Source: an optimization exercise on an open RTL-to-GDS flow (aim: small area). Production flows keep margins and buffers that such runs may drop.
RTL that was checked went through simulation tests only; none was proved equivalent to the original.
For run 2, only the layout was checked, not whether the RTL still works. No driver is modelled on the clock port, so clocking that relies on it looks cheaper here than on a real chip.

==> flow/design.v, too long to show whole: its modules and the start of the top module <==
// module nco_sin_rom: 138 lines
// module nco: 31 lines
// module cmpy_0: 28 lines
// module cmpy_mix: 2039 lines
// module acc_add: 196 lines
// module pacc_add: 287 lines
// module sum_add: 390 lines
// module pd_add: 278 lines
// module loop_filter: 25 lines
// module polar_costas: 76 lines
module polar_costas (
  input aclk,
  input aresetn,
  input signed [15:0] s_axis_i_tdata,
  input               s_axis_i_tvalid,
  output              s_axis_i_tready,
  input signed [15:0] s_axis_q_tdata,
  input               s_axis_q_tvalid,
  output              s_axis_q_tready,
  output signed [15:0] m_axis_i_sync_tdata,
  output               m_axis_i_sync_tvalid,
  input                m_axis_i_sync_tready,
  output signed [15:0] m_axis_q_sync_tdata,
  output               m_axis_q_sync_tvalid,
  input                m_axis_q_sync_tready
);
  // ...
==> flow/flow/run.sh <==
#!/bin/bash
# Own flow: the standard ORFS layout (standard.sh) with these changes.
#  1. Synthesis runs synth_recipe.tcl with one more option on yosys synth,
#     -noabc, which drops the quick ABC pass inside synth's fine stage, so that
#     extract_fa sees the design's adder trees as written; and the final ABC
#     mapping uses flow/abc_area.script (area-oriented mapping with &nf)
#     in place of ORFS's abc_area.script. Everything else (-nofsm -noshare,
#     the ORFS synthesis script, dfflibmap, flattening and renaming) is
#     unchanged, so the registers are those of the standard synthesis.
#  2. Clock-tree synthesis uses larger sink clusters, no dummy loads and no
#     non-default routing rule on the clock nets.
#  3. Every input and output port still gets its buffer (buffer_ports), of the
#     smallest buffer cell; the resizer sizes it up where timing needs it.
set -euo pipefail
W=$PWD
sed 's/yosys synth -nofsm -noshare {\*}\$args/yosys synth -nofsm -noshare -noabc {*}$args/' synth_recipe.tcl > synth_own.tmp
grep -q -- '-noabc' synth_own.tmp
{
  head -n 1 synth_own.tmp
  cat <<EOF
proc abc {args} {
  set i [lsearch \$args -script]
  if {\$i >= 0} { lset args [expr {\$i + 1}] $W/flow/abc_area.script }
  yosys abc {*}\$args
}
EOF
  tail -n +2 synth_own.tmp
} > synth_own.tcl
sed "s#SYNTH_SCRIPT=[^ ]*#SYNTH_SCRIPT=$W/synth_own.tcl#" standard.sh > standard_own.sh
grep -q 'synth_own.tcl' standard_own.sh
export CTS_ARGS="-sink_clustering_enable -repair_clock_nets -dont_use_dummy_load -apply_ndr none -sink_clustering_size 36 -sink_clustering_max_diameter 60"
export BUFFER_PORTS_ARGS="-buffer_cell sky130_fd_sc_hd__buf_1"
bash standard_own.sh > standard.log 2>&1
==> flow/flow/abc_area.script <==
strash
&get -n
&fraig -x
&put
scorr
dc2
strash
&get -n
&dch -f
&nf -R 1000
&put
topo
stime -c
==> flow/standard.sh <==
#!/bin/bash
# synth_recipe.tcl (not shown) runs the flow's synth.tcl, then flattens the netlist and writes it again
# the make line also repeats each setting of config.mk as NAME=value (left out here)
make -C /OpenROAD-flow-scripts/flow DESIGN_CONFIG=/design/flow/config.mk WORK_HOME=/design/flow/orfs CLKGATE_MAP_FILE= SYNTH_SCRIPT=/design/flow/synth_recipe.tcl "${@:-finish}"
==> flow/config.mk <==
export PLATFORM = sky130hd
export DESIGN_NAME = polar_costas
export DESIGN_NICKNAME = polar_costas
export VERILOG_FILES = /design/flow/design.v
export SDC_FILE = /design/flow/constraint.sdc
export NUM_CORES = 4
export LEC_CHECK = 0
export ABC_AREA = 1
export CAP_MARGIN = 5
export CORE_MARGIN = 2
export CORE_UTILIZATION = 55
export SLEW_MARGIN = 5
==> flow/constraint.sdc <==
create_clock -name core_clock -period 10.0 [get_ports {aclk}]
set_input_delay 2.0000 -clock core_clock [delete_from_list [all_inputs] [get_ports {aclk}]]
set_output_delay 2.0000 -clock core_clock [all_outputs]
set_load 0.01 [all_outputs]
==> results.yml, run 1 <==
logic_synthesis:
  synthFlopType: "edfxtp_1"
  synth.distinct_cells: 50
  synth_edf_count: 2048
  synth-xor-area-share_pct: 5.96
  yosys_warnings: 6
  synth_area_mm2: 0.103
  synth_seq_cells: 2481
critical_path:
  crit_family: "adder cells"
  worstSetupEndpointType: "register"
drt:
  drt_first_pass_iters: 6
  drt_wl_total_um: 214000
  wl_per_cell_um: 24.5
  drc: 0
  viasPerCell: 5.77
layout:
  largest-register: "lp.dl"
  largest_register_ffs: 2048
  final_cell_mix: "2048 x edfxtp_1, 583 x fa_1, 530 x xnor2_1"
  buffers_excl_clock: 212
  clk_share_pct: 3.05
  final.clkbuf_count: 136
  multi_input_area_share_pct: 28.3
cts:
  cts_tree: "yes"
  clkTransAtPathRegs_ns: 0.11
  worst_skew_pair.late_latency_ns: 0.82
  cts_made_buffers: 136
outcome:
  status: "finished clean"
grt:
  grt_pass1_wl_um: 324000
  grt_util_met3_pct: 2.76
  met2_usage_pct: 34.8
min_path:
  worstHoldStart: "nco.phd[5]"
timing:
  period_share_pct: 87.6
  setup_viol: 0
placement:
  gp_congestion: 0.909
  dp.cells: 8606
==> module cmpy_0, before the edit <==
module cmpy_0 (
  input         aclk,
  input  [9:0]  phase,
  input  [31:0] s_axis_b_tdata,      
  output signed [31:0] re_o,
  output signed [31:0] im_o
);
reg [41:0] s1, s2;
reg [31:0] s3;
reg [14:0] cm3, sm3;
reg        nc3, ns3;
wire [1:0]  quad = s2[9:8];
wire [7:0]  idx  = s2[7:0];
wire [29:0] tp;
nco_sin_rom rom (.addr(idx[7] ? ~idx[6:0] : idx[6:0]), .data(tp));
wire        swp = idx[7] ^ quad[0];
always @(posedge aclk) begin
  s1  <= {s_axis_b_tdata, phase};
  s2  <= s1;
  s3  <= s2[41:10];
  cm3 <= swp ? tp[14:0] : tp[29:15];    
  sm3 <= swp ? tp[29:15] : tp[14:0];    
  nc3 <= quad[1] ^ quad[0];             
  ns3 <= quad[1];                       
end
cmpy_mix mix (.clk(aclk), .cm(cm3), .sm(sm3), .nc(nc3), .ns(ns3),
              .br(s3[15:0]), .bi(s3[31:16]), .re(re_o), .im(im_o));
endmodule
==> module pacc_add, before the edit <==
module pacc_add(input [38:0] a, input [23:0] k, output [38:0] s);
wire h_1 = a[23] ^ ~k[23];
wire h_2 = a[23] & ~k[23];
wire h_3 = a[24] ^ 1'b1;
wire h_4 = a[24] & 1'b1;
wire h_5 = a[25] ^ 1'b1;
wire h_6 = a[25] & 1'b1;
wire h_7 = a[26] ^ 1'b1;
wire h_8 = a[26] & 1'b1;
wire h_9 = a[27] ^ 1'b1;
wire h_10 = a[27] & 1'b1;
wire h_11 = a[28] ^ 1'b1;
wire h_12 = a[28] & 1'b1;
wire h_13 = a[29] ^ 1'b1;
wire h_14 = a[29] & 1'b1;
wire h_15 = a[30] ^ 1'b1;
wire h_16 = a[30] & 1'b1;
wire h_17 = a[31] ^ 1'b1;
wire h_18 = a[31] & 1'b1;
wire h_19 = a[32] ^ 1'b1;
wire h_20 = a[32] & 1'b1;
wire h_21 = a[33] ^ 1'b1;
wire h_22 = a[33] & 1'b1;
wire h_23 = a[34] ^ 1'b1;
wire h_24 = a[34] & 1'b1;
wire h_25 = a[35] ^ 1'b1;
wire h_26 = a[35] & 1'b1;
wire h_27 = a[36] ^ 1'b1;
wire h_28 = a[36] & 1'b1;
wire h_29 = a[37] ^ 1'b1;
wire h_30 = a[37] & 1'b1;
wire h_31 = a[38] ^ 1'b1;
wire h_32 = a[38] & 1'b1;
wire x_g0 = a[0] & k[0];
wire x_p0 = a[0] ^ k[0];
wire x_g1 = a[1] & k[1];
wire x_p1 = a[1] ^ k[1];
wire x_g2 = a[2] & k[2];
wire x_p2 = a[2] ^ k[2];
wire x_g3 = a[3] & k[3];
wire x_p3 = a[3] ^ k[3];
wire x_g4 = a[4] & k[4];
wire x_p4 = a[4] ^ k[4];
wire x_g5 = a[5] & k[5];
wire x_p5 = a[5] ^ k[5];
wire x_g6 = a[6] & k[6];
wire x_p6 = a[6] ^ k[6];
wire x_g7 = a[7] & k[7];
wire x_p7 = a[7] ^ k[7];
wire x_g8 = a[8] & k[8];
wire x_p8 = a[8] ^ k[8];
wire x_g9 = a[9] & k[9];
wire x_p9 = a[9] ^ k[9];
wire x_g10 = a[10] & k[10];
wire x_p10 = a[10] ^ k[10];
wire x_g11 = a[11] & k[11];
wire x_p11 = a[11] ^ k[11];
wire x_g12 = a[12] & k[12];
wire x_p12 = a[12] ^ k[12];
wire x_g13 = a[13] & k[13];
wire x_p13 = a[13] ^ k[13];
wire x_g14 = a[14] & k[14];
wire x_p14 = a[14] ^ k[14];
wire x_g15 = a[15] & k[15];
wire x_p15 = a[15] ^ k[15];
wire x_g16 = a[16] & k[16];
wire x_p16 = a[16] ^ k[16];
wire x_g17 = a[17] & k[17];
wire x_p17 = a[17] ^ k[17];
wire x_g18 = a[18] & k[18];
wire x_p18 = a[18] ^ k[18];
wire x_g19 = a[19] & k[19];
wire x_p19 = a[19] ^ k[19];
wire x_g20 = a[20] & k[20];
wire x_p20 = a[20] ^ k[20];
wire x_g21 = a[21] & k[21];
wire x_p21 = a[21] ^ k[21];
wire x_g22 = a[22] & k[22];
wire x_p22 = a[22] ^ k[22];
wire x_g23 = 1'b1 & h_1;
wire x_p23 = 1'b1 ^ h_1;
wire x_g24 = h_2 & h_3;
wire x_p24 = h_2 ^ h_3;
wire x_g25 = h_4 & h_5;
wire x_p25 = h_4 ^ h_5;
wire x_g26 = h_6 & h_7;
wire x_p26 = h_6 ^ h_7;
wire x_g27 = h_8 & h_9;
wire x_p27 = h_8 ^ h_9;
wire x_g28 = h_10 & h_11;
wire x_p28 = h_10 ^ h_11;
wire x_g29 = h_12 & h_13;
wire x_p29 = h_12 ^ h_13;
wire x_g30 = h_14 & h_15;
wire x_p30 = h_14 ^ h_15;
wire x_g31 = h_16 & h_17;
wire x_p31 = h_16 ^ h_17;
wire x_g32 = h_18 & h_19;
wire x_p32 = h_18 ^ h_19;
wire x_g33 = h_20 & h_21;
wire x_p33 = h_20 ^ h_21;
wire x_g34 = h_22 & h_23;
wire x_p34 = h_22 ^ h_23;
wire x_g35 = h_24 & h_25;
wire x_p35 = h_24 ^ h_25;
wire x_g36 = h_26 & h_27;
wire x_p36 = h_26 ^ h_27;
wire x_g37 = h_28 & h_29;
wire x_p37 = h_28 ^ h_29;
wire x_g38 = h_30 & h_31;
wire x_p38 = h_30 ^ h_31;
wire x_n1_G = x_g1 | (x_p1 & x_g0);
wire x_n1_P = x_p1 & x_p0;
wire x_n2_G = x_g3 | (x_p3 & x_g2);
wire x_n2_P = x_p3 & x_p2;
wire x_n3_G = x_g5 | (x_p5 & x_g4);
wire x_n3_P = x_p5 & x_p4;
wire x_n4_G = x_g7 | (x_p7 & x_g6);
wire x_n4_P = x_p7 & x_p6;
wire x_n5_G = x_g9 | (x_p9 & x_g8);
wire x_n5_P = x_p9 & x_p8;
wire x_n6_G = x_g11 | (x_p11 & x_g10);
wire x_n6_P = x_p11 & x_p10;
wire x_n7_G = x_g13 | (x_p13 & x_g12);
wire x_n7_P = x_p13 & x_p12;
wire x_n8_G = x_g15 | (x_p15 & x_g14);
wire x_n8_P = x_p15 & x_p14;
wire x_n9_G = x_g17 | (x_p17 & x_g16);
wire x_n9_P = x_p17 & x_p16;
wire x_n10_G = x_g19 | (x_p19 & x_g18);
wire x_n10_P = x_p19 & x_p18;
wire x_n11_G = x_g21 | (x_p21 & x_g20);
wire x_n11_P = x_p21 & x_p20;
wire x_n12_G = x_g23 | (x_p23 & x_g22);
wire x_n12_P = x_p23 & x_p22;
wire x_n13_G = x_g25 | (x_p25 & x_g24);
wire x_n13_P = x_p25 & x_p24;
wire x_n14_G = x_g27 | (x_p27 & x_g26);
wire x_n14_P = x_p27 & x_p26;
wire x_n15_G = x_g29 | (x_p29 & x_g28);
wire x_n15_P = x_p29 & x_p28;
wire x_n16_G = x_g31 | (x_p31 & x_g30);
wire x_n16_P = x_p31 & x_p30;
wire x_n17_G = x_g33 | (x_p33 & x_g32);
wire x_n17_P = x_p33 & x_p32;
wire x_n18_G = x_g35 | (x_p35 & x_g34);
wire x_n18_P = x_p35 & x_p34;
wire x_n19_G = x_g37 | (x_p37 & x_g36);
wire x_n19_P = x_p37 & x_p36;
wire x_n20_G = x_n2_G | (x_n2_P & x_n1_G);
wire x_n20_P = x_n2_P & x_n1_P;
wire x_n21_G = x_n4_G | (x_n4_P & x_n3_G);
wire x_n21_P = x_n4_P & x_n3_P;
wire x_n22_G = x_n6_G | (x_n6_P & x_n5_G);
wire x_n22_P = x_n6_P & x_n5_P;
wire x_n23_G = x_n8_G | (x_n8_P & x_n7_G);
wire x_n23_P = x_n8_P & x_n7_P;
wire x_n24_G = x_n10_G | (x_n10_P & x_n9_G);
wire x_n24_P = x_n10_P & x_n9_P;
wire x_n25_G = x_n12_G | (x_n12_P & x_n11_G);
wire x_n25_P = x_n12_P & x_n11_P;
wire x_n26_G = x_n14_G | (x_n14_P & x_n13_G);
wire x_n26_P = x_n14_P & x_n13_P;
wire x_n27_G = x_n16_G | (x_n16_P & x_n15_G);
wire x_n27_P = x_n16_P & x_n15_P;
wire x_n28_G = x_n18_G | (x_n18_P & x_n17_G);
wire x_n28_P = x_n18_P & x_n17_P;
wire x_n29_G = x_n21_G | (x_n21_P & x_n20_G);
wire x_n29_P = x_n21_P & x_n20_P;
wire x_n30_G = x_n23_G | (x_n23_P & x_n22_G);
wire x_n30_P = x_n23_P & x_n22_P;
wire x_n31_G = x_n25_G | (x_n25_P & x_n24_G);
wire x_n31_P = x_n25_P & x_n24_P;
wire x_n32_G = x_n27_G | (x_n27_P & x_n26_G);
wire x_n32_P = x_n27_P & x_n26_P;
wire x_n33_G = x_n30_G | (x_n30_P & x_n29_G);
wire x_n33_P = x_n30_P & x_n29_P;
wire x_n34_G = x_n32_G | (x_n32_P & x_n31_G);
wire x_n34_P = x_n32_P & x_n31_P;
wire x_n35_G = x_n34_G | (x_n34_P & x_n33_G);
wire x_n35_P = x_n34_P & x_n33_P;
wire x_n36_G = x_n31_G | (x_n31_P & x_n33_G);
wire x_n36_P = x_n31_P & x_n33_P;
wire x_n37_G = x_n22_G | (x_n22_P & x_n29_G);
wire x_n37_P = x_n22_P & x_n29_P;
wire x_n38_G = x_n24_G | (x_n24_P & x_n33_G);
wire x_n38_P = x_n24_P & x_n33_P;
wire x_n39_G = x_n26_G | (x_n26_P & x_n36_G);
wire x_n39_P = x_n26_P & x_n36_P;
wire x_n40_G = x_n28_G | (x_n28_P & x_n35_G);
wire x_n40_P = x_n28_P & x_n35_P;
wire x_n41_G = x_n3_G | (x_n3_P & x_n20_G);
wire x_n41_P = x_n3_P & x_n20_P;
wire x_n42_G = x_n5_G | (x_n5_P & x_n29_G);
wire x_n42_P = x_n5_P & x_n29_P;
wire x_n43_G = x_n7_G | (x_n7_P & x_n37_G);
wire x_n43_P = x_n7_P & x_n37_P;
wire x_n44_G = x_n9_G | (x_n9_P & x_n33_G);
wire x_n44_P = x_n9_P & x_n33_P;
wire x_n45_G = x_n11_G | (x_n11_P & x_n38_G);
wire x_n45_P = x_n11_P & x_n38_P;
wire x_n46_G = x_n13_G | (x_n13_P & x_n36_G);
wire x_n46_P = x_n13_P & x_n36_P;
wire x_n47_G = x_n15_G | (x_n15_P & x_n39_G);
wire x_n47_P = x_n15_P & x_n39_P;
wire x_n48_G = x_n17_G | (x_n17_P & x_n35_G);
wire x_n48_P = x_n17_P & x_n35_P;
wire x_n49_G = x_n19_G | (x_n19_P & x_n40_G);
wire x_n49_P = x_n19_P & x_n40_P;
wire x_n50_G = x_g2 | (x_p2 & x_n1_G);
wire x_n50_P = x_p2 & x_n1_P;
wire x_n51_G = x_g4 | (x_p4 & x_n20_G);
wire x_n51_P = x_p4 & x_n20_P;
wire x_n52_G = x_g6 | (x_p6 & x_n41_G);
wire x_n52_P = x_p6 & x_n41_P;
wire x_n53_G = x_g8 | (x_p8 & x_n29_G);
wire x_n53_P = x_p8 & x_n29_P;
wire x_n54_G = x_g10 | (x_p10 & x_n42_G);
wire x_n54_P = x_p10 & x_n42_P;
wire x_n55_G = x_g12 | (x_p12 & x_n37_G);
wire x_n55_P = x_p12 & x_n37_P;
wire x_n56_G = x_g14 | (x_p14 & x_n43_G);
wire x_n56_P = x_p14 & x_n43_P;
wire x_n57_G = x_g16 | (x_p16 & x_n33_G);
wire x_n57_P = x_p16 & x_n33_P;
wire x_n58_G = x_g18 | (x_p18 & x_n44_G);
wire x_n58_P = x_p18 & x_n44_P;
wire x_n59_G = x_g20 | (x_p20 & x_n38_G);
wire x_n59_P = x_p20 & x_n38_P;
wire x_n60_G = x_g22 | (x_p22 & x_n45_G);
wire x_n60_P = x_p22 & x_n45_P;
wire x_n61_G = x_g24 | (x_p24 & x_n36_G);
wire x_n61_P = x_p24 & x_n36_P;
wire x_n62_G = x_g26 | (x_p26 & x_n46_G);
wire x_n62_P = x_p26 & x_n46_P;
wire x_n63_G = x_g28 | (x_p28 & x_n39_G);
wire x_n63_P = x_p28 & x_n39_P;
wire x_n64_G = x_g30 | (x_p30 & x_n47_G);
wire x_n64_P = x_p30 & x_n47_P;
wire x_n65_G = x_g32 | (x_p32 & x_n35_G);
wire x_n65_P = x_p32 & x_n35_P;
wire x_n66_G = x_g34 | (x_p34 & x_n48_G);
wire x_n66_P = x_p34 & x_n48_P;
wire x_n67_G = x_g36 | (x_p36 & x_n40_G);
wire x_n67_P = x_p36 & x_n40_P;
wire x_n68_G = x_g38 | (x_p38 & x_n49_G);
wire x_n68_P = x_p38 & x_n49_P;
wire x_s1 = x_p1 ^ x_g0;
wire x_s2 = x_p2 ^ x_n1_G;
wire x_s3 = x_p3 ^ x_n50_G;
wire x_s4 = x_p4 ^ x_n20_G;
wire x_s5 = x_p5 ^ x_n51_G;
wire x_s6 = x_p6 ^ x_n41_G;
wire x_s7 = x_p7 ^ x_n52_G;
wire x_s8 = x_p8 ^ x_n29_G;
wire x_s9 = x_p9 ^ x_n53_G;
wire x_s10 = x_p10 ^ x_n42_G;
wire x_s11 = x_p11 ^ x_n54_G;
wire x_s12 = x_p12 ^ x_n37_G;
wire x_s13 = x_p13 ^ x_n55_G;
wire x_s14 = x_p14 ^ x_n43_G;
wire x_s15 = x_p15 ^ x_n56_G;
wire x_s16 = x_p16 ^ x_n33_G;
wire x_s17 = x_p17 ^ x_n57_G;
wire x_s18 = x_p18 ^ x_n44_G;
wire x_s19 = x_p19 ^ x_n58_G;
wire x_s20 = x_p20 ^ x_n38_G;
wire x_s21 = x_p21 ^ x_n59_G;
wire x_s22 = x_p22 ^ x_n45_G;
wire x_s23 = x_p23 ^ x_n60_G;
wire x_s24 = x_p24 ^ x_n36_G;
wire x_s25 = x_p25 ^ x_n61_G;
wire x_s26 = x_p26 ^ x_n46_G;
wire x_s27 = x_p27 ^ x_n62_G;
wire x_s28 = x_p28 ^ x_n39_G;
wire x_s29 = x_p29 ^ x_n63_G;
wire x_s30 = x_p30 ^ x_n47_G;
wire x_s31 = x_p31 ^ x_n64_G;
wire x_s32 = x_p32 ^ x_n35_G;
wire x_s33 = x_p33 ^ x_n65_G;
wire x_s34 = x_p34 ^ x_n48_G;
wire x_s35 = x_p35 ^ x_n66_G;
wire x_s36 = x_p36 ^ x_n40_G;
wire x_s37 = x_p37 ^ x_n67_G;
wire x_s38 = x_p38 ^ x_n49_G;
assign s = {x_s38,x_s37,x_s36,x_s35,x_s34,x_s33,x_s32,x_s31,x_s30,x_s29,x_s28,x_s27,x_s26,x_s25,x_s24,x_s23,x_s22,x_s21,x_s20,x_s19,x_s18,x_s17,x_s16,x_s15,x_s14,x_s13,x_s12,x_s11,x_s10,x_s9,x_s8,x_s7,x_s6,x_s5,x_s4,x_s3,x_s2,x_s1,x_p0};
endmodule
==> inputs of run 2 (changes only) <==
--- a/flow/design.v
+++ b/flow/design.v
@@ -169,36 +169,33 @@
 endmodule
 module cmpy_0 (
   input         aclk,
   input  [9:0]  phase,
   input  [31:0] s_axis_b_tdata,      
   output signed [31:0] re_o,
   output signed [31:0] im_o
 );
-reg [41:0] s1, s2;
-reg [31:0] s3;
-reg [14:0] cm3, sm3;
-reg        nc3, ns3;
-wire [1:0]  quad = s2[9:8];
-wire [7:0]  idx  = s2[7:0];
+reg [41:0] s1, s2, s3;
+wire [1:0]  quad = s3[9:8];
+wire [7:0]  idx  = s3[7:0];
 wire [29:0] tp;
 nco_sin_rom rom (.addr(idx[7] ? ~idx[6:0] : idx[6:0]), .data(tp));
 wire        swp = idx[7] ^ quad[0];
 always @(posedge aclk) begin
   s1  <= {s_axis_b_tdata, phase};
   s2  <= s1;
-  s3  <= s2[41:10];
-  cm3 <= swp ? tp[14:0] : tp[29:15];    
-  sm3 <= swp ? tp[29:15] : tp[14:0];    
-  nc3 <= quad[1] ^ quad[0];             
-  ns3 <= quad[1];                       
+  s3  <= s2;
 end
+wire [14:0] cm3 = swp ? tp[14:0] : tp[29:15];    
+wire [14:0] sm3 = swp ? tp[29:15] : tp[14:0];    
+wire        nc3 = quad[1] ^ quad[0];             
+wire        ns3 = quad[1];                       
 cmpy_mix mix (.clk(aclk), .cm(cm3), .sm(sm3), .nc(nc3), .ns(ns3),
-              .br(s3[15:0]), .bi(s3[31:16]), .re(re_o), .im(im_o));
+              .br(s3[25:10]), .bi(s3[41:26]), .re(re_o), .im(im_o));
 endmodule
 module cmpy_mix(input clk, input [14:0] cm, input [14:0] sm, input nc, input ns, input signed [15:0] br, bi, output reg signed [31:0] re, im);
 wire br_one0 = br[0] ^ 1'b0;
 wire br_two0 = (br[1] & ~br[0] & ~1'b0) | (~br[1] & br[0] & 1'b0);
 wire br_neg0 = br[1];
 wire br_one1 = br[2] ^ br[1];
 wire br_two1 = (br[3] & ~br[2] & ~br[1]) | (~br[3] & br[2] & br[1]);
 wire br_neg1 = br[3];
@@ -2426,48 +2423,16 @@
 wire x_s25 = x_p25 ^ x_n49_G;
 wire x_s26 = x_p26 ^ x_n36_G;
 wire x_s27 = x_p27 ^ x_n50_G;
 wire x_s28 = x_p28 ^ x_n30_G;
 wire x_s29 = x_p29 ^ x_n51_G;
 assign s = {x_s29,x_s28,x_s27,x_s26,x_s25,x_s24,x_s23,x_s22,x_s21,x_s20,x_s19,x_s18,x_s17,x_s16,x_s15,x_s14,x_s13,x_s12,x_s11,x_s10,x_s9,x_s8,x_s7,x_s6,x_s5,x_s4,x_s3,x_s2,x_s1,x_s0};
 endmodule
 module pacc_add(input [38:0] a, input [23:0] k, output [38:0] s);
-wire h_1 = a[23] ^ ~k[23];
-wire h_2 = a[23] & ~k[23];
-wire h_3 = a[24] ^ 1'b1;
-wire h_4 = a[24] & 1'b1;
-wire h_5 = a[25] ^ 1'b1;
-wire h_6 = a[25] & 1'b1;
-wire h_7 = a[26] ^ 1'b1;
-wire h_8 = a[26] & 1'b1;
-wire h_9 = a[27] ^ 1'b1;
-wire h_10 = a[27] & 1'b1;
-wire h_11 = a[28] ^ 1'b1;
-wire h_12 = a[28] & 1'b1;
-wire h_13 = a[29] ^ 1'b1;
-wire h_14 = a[29] & 1'b1;
-wire h_15 = a[30] ^ 1'b1;
-wire h_16 = a[30] & 1'b1;
-wire h_17 = a[31] ^ 1'b1;
-wire h_18 = a[31] & 1'b1;
-wire h_19 = a[32] ^ 1'b1;
-wire h_20 = a[32] & 1'b1;
-wire h_21 = a[33] ^ 1'b1;
-wire h_22 = a[33] & 1'b1;
-wire h_23 = a[34] ^ 1'b1;
-wire h_24 = a[34] & 1'b1;
-wire h_25 = a[35] ^ 1'b1;
-wire h_26 = a[35] & 1'b1;
-wire h_27 = a[36] ^ 1'b1;
-wire h_28 = a[36] & 1'b1;
-wire h_29 = a[37] ^ 1'b1;
-wire h_30 = a[37] & 1'b1;
-wire h_31 = a[38] ^ 1'b1;
-wire h_32 = a[38] & 1'b1;
 wire x_g0 = a[0] & k[0];
 wire x_p0 = a[0] ^ k[0];
 wire x_g1 = a[1] & k[1];
 wire x_p1 = a[1] ^ k[1];
 wire x_g2 = a[2] & k[2];
 wire x_p2 = a[2] ^ k[2];
 wire x_g3 = a[3] & k[3];
 wire x_p3 = a[3] ^ k[3];
@@ -2504,48 +2469,48 @@
 wire x_g19 = a[19] & k[19];
 wire x_p19 = a[19] ^ k[19];
 wire x_g20 = a[20] & k[20];
 wire x_p20 = a[20] ^ k[20];
 wire x_g21 = a[21] & k[21];
 wire x_p21 = a[21] ^ k[21];
 wire x_g22 = a[22] & k[22];
 wire x_p22 = a[22] ^ k[22];
-wire x_g23 = 1'b1 & h_1;
-wire x_p23 = 1'b1 ^ h_1;
-wire x_g24 = h_2 & h_3;
-wire x_p24 = h_2 ^ h_3;
-wire x_g25 = h_4 & h_5;
-wire x_p25 = h_4 ^ h_5;
-wire x_g26 = h_6 & h_7;
-wire x_p26 = h_6 ^ h_7;
-wire x_g27 = h_8 & h_9;
-wire x_p27 = h_8 ^ h_9;
-wire x_g28 = h_10 & h_11;
-wire x_p28 = h_10 ^ h_11;
-wire x_g29 = h_12 & h_13;
-wire x_p29 = h_12 ^ h_13;
-wire x_g30 = h_14 & h_15;
-wire x_p30 = h_14 ^ h_15;
-wire x_g31 = h_16 & h_17;
-wire x_p31 = h_16 ^ h_17;
-wire x_g32 = h_18 & h_19;
-wire x_p32 = h_18 ^ h_19;
-wire x_g33 = h_20 & h_21;
-wire x_p33 = h_20 ^ h_21;
-wire x_g34 = h_22 & h_23;
-wire x_p34 = h_22 ^ h_23;
-wire x_g35 = h_24 & h_25;
-wire x_p35 = h_24 ^ h_25;
-wire x_g36 = h_26 & h_27;
-wire x_p36 = h_26 ^ h_27;
-wire x_g37 = h_28 & h_29;
-wire x_p37 = h_28 ^ h_29;
-wire x_g38 = h_30 & h_31;
-wire x_p38 = h_30 ^ h_31;
+wire x_g23 = a[23] & k[23];
+wire x_p23 = a[23] ^ k[23];
+wire x_g24 = a[24] & k[23];
+wire x_p24 = a[24] ^ k[23];
+wire x_g25 = a[25] & k[23];
+wire x_p25 = a[25] ^ k[23];
+wire x_g26 = a[26] & k[23];
+wire x_p26 = a[26] ^ k[23];
+wire x_g27 = a[27] & k[23];
+wire x_p27 = a[27] ^ k[23];
+wire x_g28 = a[28] & k[23];
+wire x_p28 = a[28] ^ k[23];
+wire x_g29 = a[29] & k[23];
+wire x_p29 = a[29] ^ k[23];
+wire x_g30 = a[30] & k[23];
+wire x_p30 = a[30] ^ k[23];
+wire x_g31 = a[31] & k[23];
+wire x_p31 = a[31] ^ k[23];
+wire x_g32 = a[32] & k[23];
+wire x_p32 = a[32] ^ k[23];
+wire x_g33 = a[33] & k[23];
+wire x_p33 = a[33] ^ k[23];
+wire x_g34 = a[34] & k[23];
+wire x_p34 = a[34] ^ k[23];
+wire x_g35 = a[35] & k[23];
+wire x_p35 = a[35] ^ k[23];
+wire x_g36 = a[36] & k[23];
+wire x_p36 = a[36] ^ k[23];
+wire x_g37 = a[37] & k[23];
+wire x_p37 = a[37] ^ k[23];
+wire x_g38 = a[38] & k[23];
+wire x_p38 = a[38] ^ k[23];
 wire x_n1_G = x_g1 | (x_p1 & x_g0);
 wire x_n1_P = x_p1 & x_p0;
 wire x_n2_G = x_g3 | (x_p3 & x_g2);
 wire x_n2_P = x_p3 & x_p2;
 wire x_n3_G = x_g5 | (x_p5 & x_g4);
 wire x_n3_P = x_p5 & x_p4;
 wire x_n4_G = x_g7 | (x_p7 & x_g6);
 wire x_n4_P = x_p7 & x_p6;
@@ -2715,231 +2680,168 @@
 wire x_s36 = x_p36 ^ x_n40_G;
 wire x_s37 = x_p37 ^ x_n67_G;
 wire x_s38 = x_p38 ^ x_n49_G;
 assign s = {x_s38,x_s37,x_s36,x_s35,x_s34,x_s33,x_s32,x_s31,x_s30,x_s29,x_s28,x_s27,x_s26,x_s25,x_s24,x_s23,x_s22,x_s21,x_s20,x_s19,x_s18,x_s17,x_s16,x_s15,x_s14,x_s13,x_s12,x_s11,x_s10,x_s9,x_s8,x_s7,x_s6,x_s5,x_s4,x_s3,x_s2,x_s1,x_p0};
 endmodule
 module sum_add(input [37:0] a, input [31:0] p, input [31:0] o, output [37:0] s);
 wire h_1 = a[0] ^ p[0];
 wire h_2 = a[0] & p[0];
-wire h_3 = a[1] ^ p[1];
-wire h_4 = a[1] & p[1];
-wire h_5 = a[2] ^ p[2];
-wire h_6 = a[2] & p[2];
-wire h_7 = a[3] ^ p[3];
-wire h_8 = a[3] & p[3];
-wire h_9 = a[4] ^ p[4];
-wire h_10 = a[4] & p[4];
-wire h_11 = a[5] ^ p[5];
-wire h_12 = a[5] & p[5];
-wire h_13 = a[6] ^ p[6];
-wire h_14 = a[6] & p[6];
-wire h_15 = a[7] ^ p[7];
-wire h_16 = a[7] & p[7];
-wire h_17 = a[8] ^ p[8];
-wire h_18 = a[8] & p[8];
-wire h_19 = a[9] ^ p[9];
-wire h_20 = a[9] & p[9];
-wire h_21 = a[10] ^ p[10];
-wire h_22 = a[10] & p[10];
-wire h_23 = a[11] ^ p[11];
-wire h_24 = a[11] & p[11];
-wire h_25 = a[12] ^ p[12];
-wire h_26 = a[12] & p[12];
-wire h_27 = a[13] ^ p[13];
-wire h_28 = a[13] & p[13];
-wire h_29 = a[14] ^ p[14];
-wire h_30 = a[14] & p[14];
-wire h_31 = a[15] ^ p[15];
-wire h_32 = a[15] & p[15];
-wire h_33 = a[16] ^ p[16];
-wire h_34 = a[16] & p[16];
-wire h_35 = a[17] ^ p[17];
-wire h_36 = a[17] & p[17];
-wire h_37 = a[18] ^ p[18];
-wire h_38 = a[18] & p[18];
-wire h_39 = a[19] ^ p[19];
-wire h_40 = a[19] & p[19];
-wire h_41 = a[20] ^ p[20];
-wire h_42 = a[20] & p[20];
-wire h_43 = a[21] ^ p[21];
-wire h_44 = a[21] & p[21];
-wire h_45 = a[22] ^ p[22];
-wire h_46 = a[22] & p[22];
-wire h_47 = a[23] ^ p[23];
-wire h_48 = a[23] & p[23];
-wire h_49 = a[24] ^ p[24];
-wire h_50 = a[24] & p[24];
-wire h_51 = a[25] ^ p[25];
-wire h_52 = a[25] & p[25];
-wire h_53 = a[26] ^ p[26];
-wire h_54 = a[26] & p[26];
-wire h_55 = a[27] ^ p[27];
-wire h_56 = a[27] & p[27];
-wire h_57 = a[28] ^ p[28];
-wire h_58 = a[28] & p[28];
-wire h_59 = a[29] ^ p[29];
-wire h_60 = a[29] & p[29];
-wire h_61 = a[30] ^ p[30];
-wire h_62 = a[30] & p[30];
-wire h_63 = a[31] ^ ~p[31];
-wire h_64 = a[31] & ~p[31];
-wire h_65 = ~o[0] ^ 1'b1;
-wire h_66 = ~o[0] & 1'b1;
-wire h_67 = ~o[1] ^ h_2 ^ h_3;
-wire h_68 = (~o[1] & h_2) | (h_3 & (~o[1] ^ h_2));
-wire h_69 = ~o[2] ^ h_4 ^ h_5;
-wire h_70 = (~o[2] & h_4) | (h_5 & (~o[2] ^ h_4));
-wire h_71 = ~o[3] ^ h_6 ^ h_7;
-wire h_72 = (~o[3] & h_6) | (h_7 & (~o[3] ^ h_6));
-wire h_73 = ~o[4] ^ h_8 ^ h_9;
-wire h_74 = (~o[4] & h_8) | (h_9 & (~o[4] ^ h_8));
-wire h_75 = ~o[5] ^ h_10 ^ h_11;
-wire h_76 = (~o[5] & h_10) | (h_11 & (~o[5] ^ h_10));
-wire h_77 = ~o[6] ^ h_12 ^ h_13;
-wire h_78 = (~o[6] & h_12) | (h_13 & (~o[6] ^ h_12));
-wire h_79 = ~o[7] ^ h_14 ^ h_15;
-wire h_80 = (~o[7] & h_14) | (h_15 & (~o[7] ^ h_14));
-wire h_81 = ~o[8] ^ h_16 ^ h_17;
-wire h_82 = (~o[8] & h_16) | (h_17 & (~o[8] ^ h_16));
-wire h_83 = ~o[9] ^ h_18 ^ h_19;
-wire h_84 = (~o[9] & h_18) | (h_19 & (~o[9] ^ h_18));
-wire h_85 = ~o[10] ^ h_20 ^ h_21;
-wire h_86 = (~o[10] & h_20) | (h_21 & (~o[10] ^ h_20));
-wire h_87 = ~o[11] ^ h_22 ^ h_23;
-wire h_88 = (~o[11] & h_22) | (h_23 & (~o[11] ^ h_22));
-wire h_89 = ~o[12] ^ h_24 ^ h_25;
-wire h_90 = (~o[12] & h_24) | (h_25 & (~o[12] ^ h_24));
-wire h_91 = ~o[13] ^ h_26 ^ h_27;
-wire h_92 = (~o[13] & h_26) | (h_27 & (~o[13] ^ h_26));
-wire h_93 = ~o[14] ^ h_28 ^ h_29;
-wire h_94 = (~o[14] & h_28) | (h_29 & (~o[14] ^ h_28));
-wire h_95 = ~o[15] ^ h_30 ^ h_31;
-wire h_96 = (~o[15] & h_30) | (h_31 & (~o[15] ^ h_30));
-wire h_97 = ~o[16] ^ h_32 ^ h_33;
-wire h_98 = (~o[16] & h_32) | (h_33 & (~o[16] ^ h_32));
-wire h_99 = ~o[17] ^ h_34 ^ h_35;
-wire h_100 = (~o[17] & h_34) | (h_35 & (~o[17] ^ h_34));
-wire h_101 = ~o[18] ^ h_36 ^ h_37;
-wire h_102 = (~o[18] & h_36) | (h_37 & (~o[18] ^ h_36));
-wire h_103 = ~o[19] ^ h_38 ^ h_39;
-wire h_104 = (~o[19] & h_38) | (h_39 & (~o[19] ^ h_38));
-wire h_105 = ~o[20] ^ h_40 ^ h_41;
-wire h_106 = (~o[20] & h_40) | (h_41 & (~o[20] ^ h_40));
-wire h_107 = ~o[21] ^ h_42 ^ h_43;
-wire h_108 = (~o[21] & h_42) | (h_43 & (~o[21] ^ h_42));
-wire h_109 = ~o[22] ^ h_44 ^ h_45;
-wire h_110 = (~o[22] & h_44) | (h_45 & (~o[22] ^ h_44));
-wire h_111 = ~o[23] ^ h_46 ^ h_47;
-wire h_112 = (~o[23] & h_46) | (h_47 & (~o[23] ^ h_46));
-wire h_113 = ~o[24] ^ h_48 ^ h_49;
-wire h_114 = (~o[24] & h_48) | (h_49 & (~o[24] ^ h_48));
-wire h_115 = ~o[25] ^ h_50 ^ h_51;
-wire h_116 = (~o[25] & h_50) | (h_51 & (~o[25] ^ h_50));
-wire h_117 = ~o[26] ^ h_52 ^ h_53;
-wire h_118 = (~o[26] & h_52) | (h_53 & (~o[26] ^ h_52));
-wire h_119 = ~o[27] ^ h_54 ^ h_55;
-wire h_120 = (~o[27] & h_54) | (h_55 & (~o[27] ^ h_54));
-wire h_121 = ~o[28] ^ h_56 ^ h_57;
-wire h_122 = (~o[28] & h_56) | (h_57 & (~o[28] ^ h_56));
-wire h_123 = ~o[29] ^ h_58 ^ h_59;
-wire h_124 = (~o[29] & h_58) | (h_59 & (~o[29] ^ h_58));
-wire h_125 = ~o[30] ^ h_60 ^ h_61;
-wire h_126 = (~o[30] & h_60) | (h_61 & (~o[30] ^ h_60));
-wire h_127 = o[31] ^ h_62 ^ h_63;
-wire h_128 = (o[31] & h_62) | (h_63 & (o[31] ^ h_62));
-wire h_129 = a[32] ^ 1'b1 ^ h_64;
-wire h_130 = (a[32] & 1'b1) | (h_64 & (a[32] ^ 1'b1));
-wire h_131 = a[33] ^ 1'b1;
-wire h_132 = a[33] & 1'b1;
-wire h_133 = a[34] ^ 1'b1;
-wire h_134 = a[34] & 1'b1;
-wire h_135 = a[35] ^ 1'b1;
-wire h_136 = a[35] & 1'b1;
-wire h_137 = a[36] ^ 1'b1;
-wire h_138 = a[36] & 1'b1;
-wire h_139 = a[37] ^ 1'b1;
-wire h_140 = a[37] & 1'b1;
-wire x_g0 = h_1 & h_65;
-wire x_p0 = h_1 ^ h_65;
-wire x_g1 = h_66 & h_67;
-wire x_p1 = h_66 ^ h_67;
-wire x_g2 = h_68 & h_69;
-wire x_p2 = h_68 ^ h_69;
-wire x_g3 = h_70 & h_71;
-wire x_p3 = h_70 ^ h_71;
-wire x_g4 = h_72 & h_73;
-wire x_p4 = h_72 ^ h_73;
-wire x_g5 = h_74 & h_75;
-wire x_p5 = h_74 ^ h_75;
-wire x_g6 = h_76 & h_77;
-wire x_p6 = h_76 ^ h_77;
-wire x_g7 = h_78 & h_79;
-wire x_p7 = h_78 ^ h_79;
-wire x_g8 = h_80 & h_81;
-wire x_p8 = h_80 ^ h_81;
-wire x_g9 = h_82 & h_83;
-wire x_p9 = h_82 ^ h_83;
-wire x_g10 = h_84 & h_85;
-wire x_p10 = h_84 ^ h_85;
-wire x_g11 = h_86 & h_87;
-wire x_p11 = h_86 ^ h_87;
-wire x_g12 = h_88 & h_89;
-wire x_p12 = h_88 ^ h_89;
-wire x_g13 = h_90 & h_91;
-wire x_p13 = h_90 ^ h_91;
-wire x_g14 = h_92 & h_93;
-wire x_p14 = h_92 ^ h_93;
-wire x_g15 = h_94 & h_95;
-wire x_p15 = h_94 ^ h_95;
-wire x_g16 = h_96 & h_97;
-wire x_p16 = h_96 ^ h_97;
-wire x_g17 = h_98 & h_99;
-wire x_p17 = h_98 ^ h_99;
-wire x_g18 = h_100 & h_101;
-wire x_p18 = h_100 ^ h_101;
-wire x_g19 = h_102 & h_103;
-wire x_p19 = h_102 ^ h_103;
-wire x_g20 = h_104 & h_105;
-wire x_p20 = h_104 ^ h_105;
-wire x_g21 = h_106 & h_107;
-wire x_p21 = h_106 ^ h_107;
-wire x_g22 = h_108 & h_109;
-wire x_p22 = h_108 ^ h_109;
-wire x_g23 = h_110 & h_111;
-wire x_p23 = h_110 ^ h_111;
-wire x_g24 = h_112 & h_113;
-wire x_p24 = h_112 ^ h_113;
-wire x_g25 = h_114 & h_115;
-wire x_p25 = h_114 ^ h_115;
-wire x_g26 = h_116 & h_117;
-wire x_p26 = h_116 ^ h_117;
-wire x_g27 = h_118 & h_119;
-wire x_p27 = h_118 ^ h_119;
-wire x_g28 = h_120 & h_121;
-wire x_p28 = h_120 ^ h_121;
-wire x_g29 = h_122 & h_123;
-wire x_p29 = h_122 ^ h_123;
-wire x_g30 = h_124 & h_125;
-wire x_p30 = h_124 ^ h_125;
-wire x_g31 = h_126 & h_127;
-wire x_p31 = h_126 ^ h_127;
-wire x_g32 = h_128 & h_129;
-wire x_p32 = h_128 ^ h_129;
-wire x_g33 = h_130 & h_131;
-wire x_p33 = h_130 ^ h_131;
-wire x_g34 = h_132 & h_133;
-wire x_p34 = h_132 ^ h_133;
-wire x_g35 = h_134 & h_135;
-wire x_p35 = h_134 ^ h_135;
-wire x_g36 = h_136 & h_137;
-wire x_p36 = h_136 ^ h_137;
-wire x_g37 = h_138 & h_139;
-wire x_p37 = h_138 ^ h_139;
-wire x_n1_G = x_g1 | (x_p1 & x_g0);
+wire h_3 = a[1] ^ p[1] ^ ~o[1];
+wire h_4 = (a[1] & p[1]) | (~o[1] & (a[1] ^ p[1]));
+wire h_5 = a[2] ^ p[2] ^ ~o[2];
+wire h_6 = (a[2] & p[2]) | (~o[2] & (a[2] ^ p[2]));
+wire h_7 = a[3] ^ p[3] ^ ~o[3];
+wire h_8 = (a[3] & p[3]) | (~o[3] & (a[3] ^ p[3]));
+wire h_9 = a[4] ^ p[4] ^ ~o[4];
+wire h_10 = (a[4] & p[4]) | (~o[4] & (a[4] ^ p[4]));
+wire h_11 = a[5] ^ p[5] ^ ~o[5];
+wire h_12 = (a[5] & p[5]) | (~o[5] & (a[5] ^ p[5]));
+wire h_13 = a[6] ^ p[6] ^ ~o[6];
+wire h_14 = (a[6] & p[6]) | (~o[6] & (a[6] ^ p[6]));
+wire h_15 = a[7] ^ p[7] ^ ~o[7];
+wire h_16 = (a[7] & p[7]) | (~o[7] & (a[7] ^ p[7]));
+wire h_17 = a[8] ^ p[8] ^ ~o[8];
+wire h_18 = (a[8] & p[8]) | (~o[8] & (a[8] ^ p[8]));
+wire h_19 = a[9] ^ p[9] ^ ~o[9];
+wire h_20 = (a[9] & p[9]) | (~o[9] & (a[9] ^ p[9]));
+wire h_21 = a[10] ^ p[10] ^ ~o[10];
+wire h_22 = (a[10] & p[10]) | (~o[10] & (a[10] ^ p[10]));
+wire h_23 = a[11] ^ p[11] ^ ~o[11];
+wire h_24 = (a[11] & p[11]) | (~o[11] & (a[11] ^ p[11]));
+wire h_25 = a[12] ^ p[12] ^ ~o[12];
+wire h_26 = (a[12] & p[12]) | (~o[12] & (a[12] ^ p[12]));
+wire h_27 = a[13] ^ p[13] ^ ~o[13];
+wire h_28 = (a[13] & p[13]) | (~o[13] & (a[13] ^ p[13]));
+wire h_29 = a[14] ^ p[14] ^ ~o[14];
+wire h_30 = (a[14] & p[14]) | (~o[14] & (a[14] ^ p[14]));
+wire h_31 = a[15] ^ p[15] ^ ~o[15];
+wire h_32 = (a[15] & p[15]) | (~o[15] & (a[15] ^ p[15]));
+wire h_33 = a[16] ^ p[16] ^ ~o[16];
+wire h_34 = (a[16] & p[16]) | (~o[16] & (a[16] ^ p[16]));
+wire h_35 = a[17] ^ p[17] ^ ~o[17];
+wire h_36 = (a[17] & p[17]) | (~o[17] & (a[17] ^ p[17]));
+wire h_37 = a[18] ^ p[18] ^ ~o[18];
+wire h_38 = (a[18] & p[18]) | (~o[18] & (a[18] ^ p[18]));
+wire h_39 = a[19] ^ p[19] ^ ~o[19];
+wire h_40 = (a[19] & p[19]) | (~o[19] & (a[19] ^ p[19]));
+wire h_41 = a[20] ^ p[20] ^ ~o[20];
+wire h_42 = (a[20] & p[20]) | (~o[20] & (a[20] ^ p[20]));
+wire h_43 = a[21] ^ p[21] ^ ~o[21];
+wire h_44 = (a[21] & p[21]) | (~o[21] & (a[21] ^ p[21]));
+wire h_45 = a[22] ^ p[22] ^ ~o[22];
+wire h_46 = (a[22] & p[22]) | (~o[22] & (a[22] ^ p[22]));
+wire h_47 = a[23] ^ p[23] ^ ~o[23];
+wire h_48 = (a[23] & p[23]) | (~o[23] & (a[23] ^ p[23]));
+wire h_49 = a[24] ^ p[24] ^ ~o[24];
+wire h_50 = (a[24] & p[24]) | (~o[24] & (a[24] ^ p[24]));
+wire h_51 = a[25] ^ p[25] ^ ~o[25];
+wire h_52 = (a[25] & p[25]) | (~o[25] & (a[25] ^ p[25]));
+wire h_53 = a[26] ^ p[26] ^ ~o[26];
+wire h_54 = (a[26] & p[26]) | (~o[26] & (a[26] ^ p[26]));
+wire h_55 = a[27] ^ p[27] ^ ~o[27];
+wire h_56 = (a[27] & p[27]) | (~o[27] & (a[27] ^ p[27]));
+wire h_57 = a[28] ^ p[28] ^ ~o[28];
+wire h_58 = (a[28] & p[28]) | (~o[28] & (a[28] ^ p[28]));
+wire h_59 = a[29] ^ p[29] ^ ~o[29];
+wire h_60 = (a[29] & p[29]) | (~o[29] & (a[29] ^ p[29]));
+wire h_61 = a[30] ^ p[30] ^ ~o[30];
+wire h_62 = (a[30] & p[30]) | (~o[30] & (a[30] ^ p[30]));
+wire h_63 = a[31] ^ p[31] ^ ~o[31];
+wire h_64 = (a[31] & p[31]) | (~o[31] & (a[31] ^ p[31]));
+wire h_65 = a[32] ^ p[31] ^ ~o[31];
+wire h_66 = (a[32] & p[31]) | (~o[31] & (a[32] ^ p[31]));
+wire h_67 = a[33] ^ p[31] ^ ~o[31];
+wire h_68 = (a[33] & p[31]) | (~o[31] & (a[33] ^ p[31]));
+wire h_69 = a[34] ^ p[31] ^ ~o[31];
+wire h_70 = (a[34] & p[31]) | (~o[31] & (a[34] ^ p[31]));
+wire h_71 = a[35] ^ p[31] ^ ~o[31];
+wire h_72 = (a[35] & p[31]) | (~o[31] & (a[35] ^ p[31]));
+wire h_73 = a[36] ^ p[31] ^ ~o[31];
+wire h_74 = (a[36] & p[31]) | (~o[31] & (a[36] ^ p[31]));
+wire h_75 = a[37] ^ p[31] ^ ~o[31];
+wire h_76 = (a[37] & p[31]) | (~o[31] & (a[37] ^ p[31]));
+wire x_g0 = ~o[0] & h_1;
+wire x_p0 = ~o[0] ^ h_1;
+wire x_g1 = h_2 & h_3;
+wire x_p1 = h_2 ^ h_3;
+wire x_g2 = h_4 & h_5;
+wire x_p2 = h_4 ^ h_5;
+wire x_g3 = h_6 & h_7;
+wire x_p3 = h_6 ^ h_7;
+wire x_g4 = h_8 & h_9;
+wire x_p4 = h_8 ^ h_9;
+wire x_g5 = h_10 & h_11;
+wire x_p5 = h_10 ^ h_11;
+wire x_g6 = h_12 & h_13;
+wire x_p6 = h_12 ^ h_13;
+wire x_g7 = h_14 & h_15;
+wire x_p7 = h_14 ^ h_15;
+wire x_g8 = h_16 & h_17;
+wire x_p8 = h_16 ^ h_17;
+wire x_g9 = h_18 & h_19;
+wire x_p9 = h_18 ^ h_19;
+wire x_g10 = h_20 & h_21;
+wire x_p10 = h_20 ^ h_21;
+wire x_g11 = h_22 & h_23;
+wire x_p11 = h_22 ^ h_23;
+wire x_g12 = h_24 & h_25;
+wire x_p12 = h_24 ^ h_25;
+wire x_g13 = h_26 & h_27;
+wire x_p13 = h_26 ^ h_27;
+wire x_g14 = h_28 & h_29;
+wire x_p14 = h_28 ^ h_29;
+wire x_g15 = h_30 & h_31;
+wire x_p15 = h_30 ^ h_31;
+wire x_g16 = h_32 & h_33;
+wire x_p16 = h_32 ^ h_33;
+wire x_g17 = h_34 & h_35;
+wire x_p17 = h_34 ^ h_35;
+wire x_g18 = h_36 & h_37;
+wire x_p18 = h_36 ^ h_37;
+wire x_g19 = h_38 & h_39;
+wire x_p19 = h_38 ^ h_39;
+wire x_g20 = h_40 & h_41;
+wire x_p20 = h_40 ^ h_41;
+wire x_g21 = h_42 & h_43;
+wire x_p21 = h_42 ^ h_43;
+wire x_g22 = h_44 & h_45;
+wire x_p22 = h_44 ^ h_45;
+wire x_g23 = h_46 & h_47;
+wire x_p23 = h_46 ^ h_47;
+wire x_g24 = h_48 & h_49;
+wire x_p24 = h_48 ^ h_49;
+wire x_g25 = h_50 & h_51;
+wire x_p25 = h_50 ^ h_51;
+wire x_g26 = h_52 & h_53;
+wire x_p26 = h_52 ^ h_53;
+wire x_g27 = h_54 & h_55;
+wire x_p27 = h_54 ^ h_55;
+wire x_g28 = h_56 & h_57;
+wire x_p28 = h_56 ^ h_57;
+wire x_g29 = h_58 & h_59;
+wire x_p29 = h_58 ^ h_59;
+wire x_g30 = h_60 & h_61;
+wire x_p30 = h_60 ^ h_61;
+wire x_g31 = h_62 & h_63;
+wire x_p31 = h_62 ^ h_63;
+wire x_g32 = h_64 & h_65;
+wire x_p32 = h_64 ^ h_65;
+wire x_g33 = h_66 & h_67;
+wire x_p33 = h_66 ^ h_67;
+wire x_g34 = h_68 & h_69;
+wire x_p34 = h_68 ^ h_69;
+wire x_g35 = h_70 & h_71;
+wire x_p35 = h_70 ^ h_71;
+wire x_g36 = h_72 & h_73;
+wire x_p36 = h_72 ^ h_73;
+wire x_g37 = h_74 & h_75;
+wire x_p37 = h_74 ^ h_75;
+wire x_g0c = x_g0 | (x_p0 & 1'b1);
+wire x_n1_G = x_g1 | (x_p1 & x_g0c);
 wire x_n1_P = x_p1 & x_p0;
 wire x_n2_G = x_g3 | (x_p3 & x_g2);
 wire x_n2_P = x_p3 & x_p2;
 wire x_n3_G = x_g5 | (x_p5 & x_g4);
 wire x_n3_P = x_p5 & x_p4;
 wire x_n4_G = x_g7 | (x_p7 & x_g6);
 wire x_n4_P = x_p7 & x_p6;
 wire x_n5_G = x_g9 | (x_p9 & x_g8);
@@ -3063,17 +2965,18 @@
 wire x_n64_G = x_g30 | (x_p30 & x_n47_G);
 wire x_n64_P = x_p30 & x_n47_P;
 wire x_n65_G = x_g32 | (x_p32 & x_n35_G);
 wire x_n65_P = x_p32 & x_n35_P;
 wire x_n66_G = x_g34 | (x_p34 & x_n48_G);
 wire x_n66_P = x_p34 & x_n48_P;
 wire x_n67_G = x_g36 | (x_p36 & x_n40_G);
 wire x_n67_P = x_p36 & x_n40_P;
-wire x_s1 = x_p1 ^ x_g0;
+wire x_s0 = x_p0 ^ 1'b1;
+wire x_s1 = x_p1 ^ x_g0c;
 wire x_s2 = x_p2 ^ x_n1_G;
 wire x_s3 = x_p3 ^ x_n50_G;
 wire x_s4 = x_p4 ^ x_n20_G;
 wire x_s5 = x_p5 ^ x_n51_G;
 wire x_s6 = x_p6 ^ x_n41_G;
 wire x_s7 = x_p7 ^ x_n52_G;
 wire x_s8 = x_p8 ^ x_n29_G;
 wire x_s9 = x_p9 ^ x_n53_G;
@@ -3100,17 +3003,17 @@
 wire x_s30 = x_p30 ^ x_n47_G;
 wire x_s31 = x_p31 ^ x_n64_G;
 wire x_s32 = x_p32 ^ x_n35_G;
 wire x_s33 = x_p33 ^ x_n65_G;
 wire x_s34 = x_p34 ^ x_n48_G;
 wire x_s35 = x_p35 ^ x_n66_G;
 wire x_s36 = x_p36 ^ x_n40_G;
 wire x_s37 = x_p37 ^ x_n67_G;
-assign s = {x_s37,x_s36,x_s35,x_s34,x_s33,x_s32,x_s31,x_s30,x_s29,x_s28,x_s27,x_s26,x_s25,x_s24,x_s23,x_s22,x_s21,x_s20,x_s19,x_s18,x_s17,x_s16,x_s15,x_s14,x_s13,x_s12,x_s11,x_s10,x_s9,x_s8,x_s7,x_s6,x_s5,x_s4,x_s3,x_s2,x_s1,x_p0};
+assign s = {x_s37,x_s36,x_s35,x_s34,x_s33,x_s32,x_s31,x_s30,x_s29,x_s28,x_s27,x_s26,x_s25,x_s24,x_s23,x_s22,x_s21,x_s20,x_s19,x_s18,x_s17,x_s16,x_s15,x_s14,x_s13,x_s12,x_s11,x_s10,x_s9,x_s8,x_s7,x_s6,x_s5,x_s4,x_s3,x_s2,x_s1,x_s0};
 endmodule
 module pd_add(input [31:0] x, input [31:0] y, input c0, input c1, output [31:0] s);
 wire h_1 = x[0] ^ y[0];
 wire h_2 = x[0] & y[0];
 wire h_3 = c0 ^ c1;
 wire h_4 = c0 & c1;
 wire h_5 = x[1] ^ y[1] ^ h_2;
 wire h_6 = (x[1] & y[1]) | (h_2 & (x[1] ^ y[1]));
--- a/flow/flow/run.sh
+++ b/flow/flow/run.sh
@@ -23,11 +23,11 @@
   if {\$i >= 0} { lset args [expr {\$i + 1}] $W/flow/abc_area.script }
   yosys abc {*}\$args
 }
 EOF
   tail -n +2 synth_own.tmp
 } > synth_own.tcl
 sed "s#SYNTH_SCRIPT=[^ ]*#SYNTH_SCRIPT=$W/synth_own.tcl#" standard.sh > standard_own.sh
 grep -q 'synth_own.tcl' standard_own.sh
-export CTS_ARGS="-sink_clustering_enable -repair_clock_nets -dont_use_dummy_load -apply_ndr none -sink_clustering_size 36 -sink_clustering_max_diameter 60"
+export CTS_ARGS="-sink_clustering_enable -repair_clock_nets -dont_use_dummy_load -apply_ndr none -sink_clustering_size 30 -sink_clustering_max_diameter 100"
 export BUFFER_PORTS_ARGS="-buffer_cell sky130_fd_sc_hd__buf_1"
 bash standard_own.sh > standard.log 2>&1
==> flow/config.mk (replaced) <==
export PLATFORM = sky130hd
export DESIGN_NAME = polar_costas
export DESIGN_NICKNAME = polar_costas
export VERILOG_FILES = /design/flow/design.v
export SDC_FILE = /design/flow/constraint.sdc
export NUM_CORES = 4
export LEC_CHECK = 0
export ABC_AREA = 1
export CAP_MARGIN = 20
export CORE_MARGIN = 2
export CORE_UTILIZATION = 55
export SLEW_MARGIN = 20
==> results.yml, run 2 <==
logic_synthesis:
  yosysTopAreaCellShare_pct: 60.4
  synth_cells: 5912
  yosys_warnings: 6
  synth_top_area_cell: "edfxtp_1"
  synth_edf_count: 2048
  synth.distinct_cells: 46
  synth-seq-area-share_pct: 69.2
  synth.most_common_cell: "edfxtp_1"
  netlist_top_cells_area: "edfxtp_1 60%, fa_1 12%, dfxtp_1 5.1%"
  avgSynthCellArea_um2: 17.2
  synth_area_mm2: 0.102
  synthTopCellsByCount: "2048 x edfxtp_1, 589 x fa_1, 555 x xnor2_1"
  synthFlopType: "edfxtp_1"
  synth_seq_cells: 2459
  synthArstFlopShare_pct: 6.14
floorplan:
  io_pins: 74
  dieHeight_um: 434
  fp-row-count: 157
  die_x_um: 434
  dieArea_mm2: 0.189
  start_util_pct: 55.5
  core_area_mm2: 0.183
placement:
  hpwl_um: 146000
  portBuffers: 69
  place_area_mm2: 0.111
  gp_congestion: 0.912
layout:
  syn_to_final_growth_pct: 11.2
  layout.area.seq_mm2: 0.0705
  layout.nets: 7581
  largest-register: "lp.dl"
  final_area_mm2: 0.113
  reg.largest.list: "lp.dl x2048, nco.phd x70"
  fill_cells: 13700
  drive_gt1_share_pct: 12.4
  mostFrequentLayoutCell: "edfxtp_1"
  largest_register_ffs: 2048
  multi_input_area_mm2: 0.0308
  final_cell_mix: "2048 x edfxtp_1, 585 x fa_1, 581 x buf_4"
drt:
  viasPerCell: 5.60
  drt_first_pass_iters: 5
  drt_wl_total_um: 212000
  ant_nets: 0
  drc: 0
  dr.first_iter.drc_count: 4720
  vias: 51100
  wl_per_cell_um: 23.2
grt:
  grt_pass1_wl_um: 320000
  grt_max_degree: 164
  grt_pass1_vias: 51500
  grt-ovfl-total: 0
  grt_usage_pct: 22.5
  antenna_found_initial: 5
critical_path:
  worstSetupEndpointType: "register"
  critPathMaxFanout: 9
  cp.arrival_ns: 10.04
  worstPathRequired_ns: 10.65
  cpMostUsedCell: "nand2_1"
  startpoint_type: "register"
  crit_type: "reg2reg"
  cp_slowest_cell: "fa_1"
  critical_path.max_stage_delay_ns: 0.57
cts:
  cts_tree: "yes"
  clock_sinks: 2459
  clkTransAtPathRegs_ns: 0.11
  cts_hold_buf: 0
  worst_skew_pair.late_latency_ns: 0.79
  cts_root_buffer: "clkbuf_16"
  htreeDepth: 3
  clk_path_buf_depth: 3
  cts_made_buffers: 98
job:
  cap_violations: 0
timing:
  drv_slew: 0
  skew_ns: 0.121
  hold_ws_ns: 0.293
  setup_viol: 0
  worstMarginPinSlew_ns: 1.16
  slew-limit-headroom_pct: 22.6
  hold_viol: 0
  fin_crit_ns: 9.40
  max_freq_mhz: 106
  period_share_pct: 94.0
outcome:
  status: "finished clean"
min_path:
  worst_hold_path_type: "reg2reg"
[run 2: cell count changes after synthesis, sizes merged, moves of 22 or more]
cell,before,now
nor2,115,180
o22ai,15,456
dfxtp,282,260
ha,323,291
nand2,267,209
a22oi,451,7
[run 2: metal layers]
layer  global-route usage (%)  routed length [µm]
met4                     6.44                7340
met1                     34.9               98800
met2                     33.4               93300
met5                        0                  12
met3                     3.10               12100
[run 2: what timing repair did]
item | CTS | global route
resized for setup | 0 | 18
endpoints found under the setup margin | 0 | 9
setup buffers | 0 | 1
[run 2: logic make-up (layout without fill, tap and decap cells)]
| family | count (synthesis) | count (layout) | synth area share (%) |
|---|---|---|---|
| buffers and inverters | 324 | 1072 | 1.32 |
| xor gates and xnor gates | 718 | 718 | 6.18 |
| adders and majority gates | 880 | 880 | 15.2 |
| other | 1 | 3 | 0.00368 |
| muxes | 1 | 1 | 0.0111 |
| AOI/OAI and AO/OA | 938 | 938 | 5.57 |
| and+or+nand+nor | 591 | 591 | 2.54 |
| DFF | 2459 | 2459 | 69.2 |
[run 2: per-stage QoR]
stage	util, %	setup WS [ns]	TNS (ns)	instances
after floorplan	-	-11.21	-	5913
after global placement	60.3	0.159	0	9025
after global routing	61.7	-0.0191	-0.0191	9125
after CTS	61.6	0.170	0	9123
after detailed placement	60.3	0.227	0	9025
final	61.7	0.605	0	9126
[run 2: worst max-delay path: cells and delay by family, from the launching register on]
kind / cells / cell delay [ns]
AOI/OAI and AO/OA: 7 / 1.25
xor gates and xnor gates: 4 / 0.86
adders and majority gates: 7 / 3.07
buffers and inverters: 7 / 1.26
DFF: 1 / 0.46
and+or+nand+nor: 22 / 2.38
[run 2: final timing paths]
path | slack [ns] | startpoint | to | depth (start not counted)
worst min register to register | 0.29 | nco.phd[6] | nco.phd[16] | 0
worst max-delay path | 0.60 | cmpy.s3[0] | cmpy.mix.im[31] | 47
max in group asynchronous | 7.54 | aresetn | v4 | 2
worst min-delay path | 0.29 | nco.phd[6] | nco.phd[16] | 0
worst max register to register | 0.60 | cmpy.s3[0] | cmpy.mix.im[31] | 47
min in group asynchronous | 1.14 | aresetn | nco.acc[6] | 1
[run 2: cell type report]
class | count | share of cell area, %
well taps | 2464 | 2.72
repair buffers | 685 | 4.69
flip-flops and latches | 2459 | 62.3
multi-input cells | 3130 | 27.2
diodes | 1 | 0.00221
inverters | 289 | 0.959
clock buffers | 98 | 2.17

[what the ideal ports hide]
Ports are ideal in the flow. The routed layouts listed here were re-timed in OpenROAD.
Step 1 (the two cells are an assumption about what drives the block):
set clk [get_ports {aclk}]
set_driving_cell -lib_cell sky130_fd_sc_hd__clkbuf_16 $clk
set_driving_cell -lib_cell sky130_fd_sc_hd__buf_2 [delete_from_list [all_inputs] $clk]
Step 2 adds t to the input delays and takes it off the output delays; t is the mean of the earliest and latest rising clock arrival at the registers after step 1. Input paths then give back, and output paths get back, about the clock's delay inside the block.
Three values: ideal, step 1, step 2; two values: the first two.
| run | shift t [ns] | slack for setup (ns) | clock arrival spread, ns | pins driven straight from the clock port |
|---|---|---|---|---|
| run 1 | 0.832 | 1.242 / 1.242 / 1.242 | 0.165 / 0.165 | 1 |
| run 2 | 0.828 | 0.605 / 0.605 / 0.605 | 0.122 / 0.122 | 1 |
After both steps every run listed still meets setup and hold.
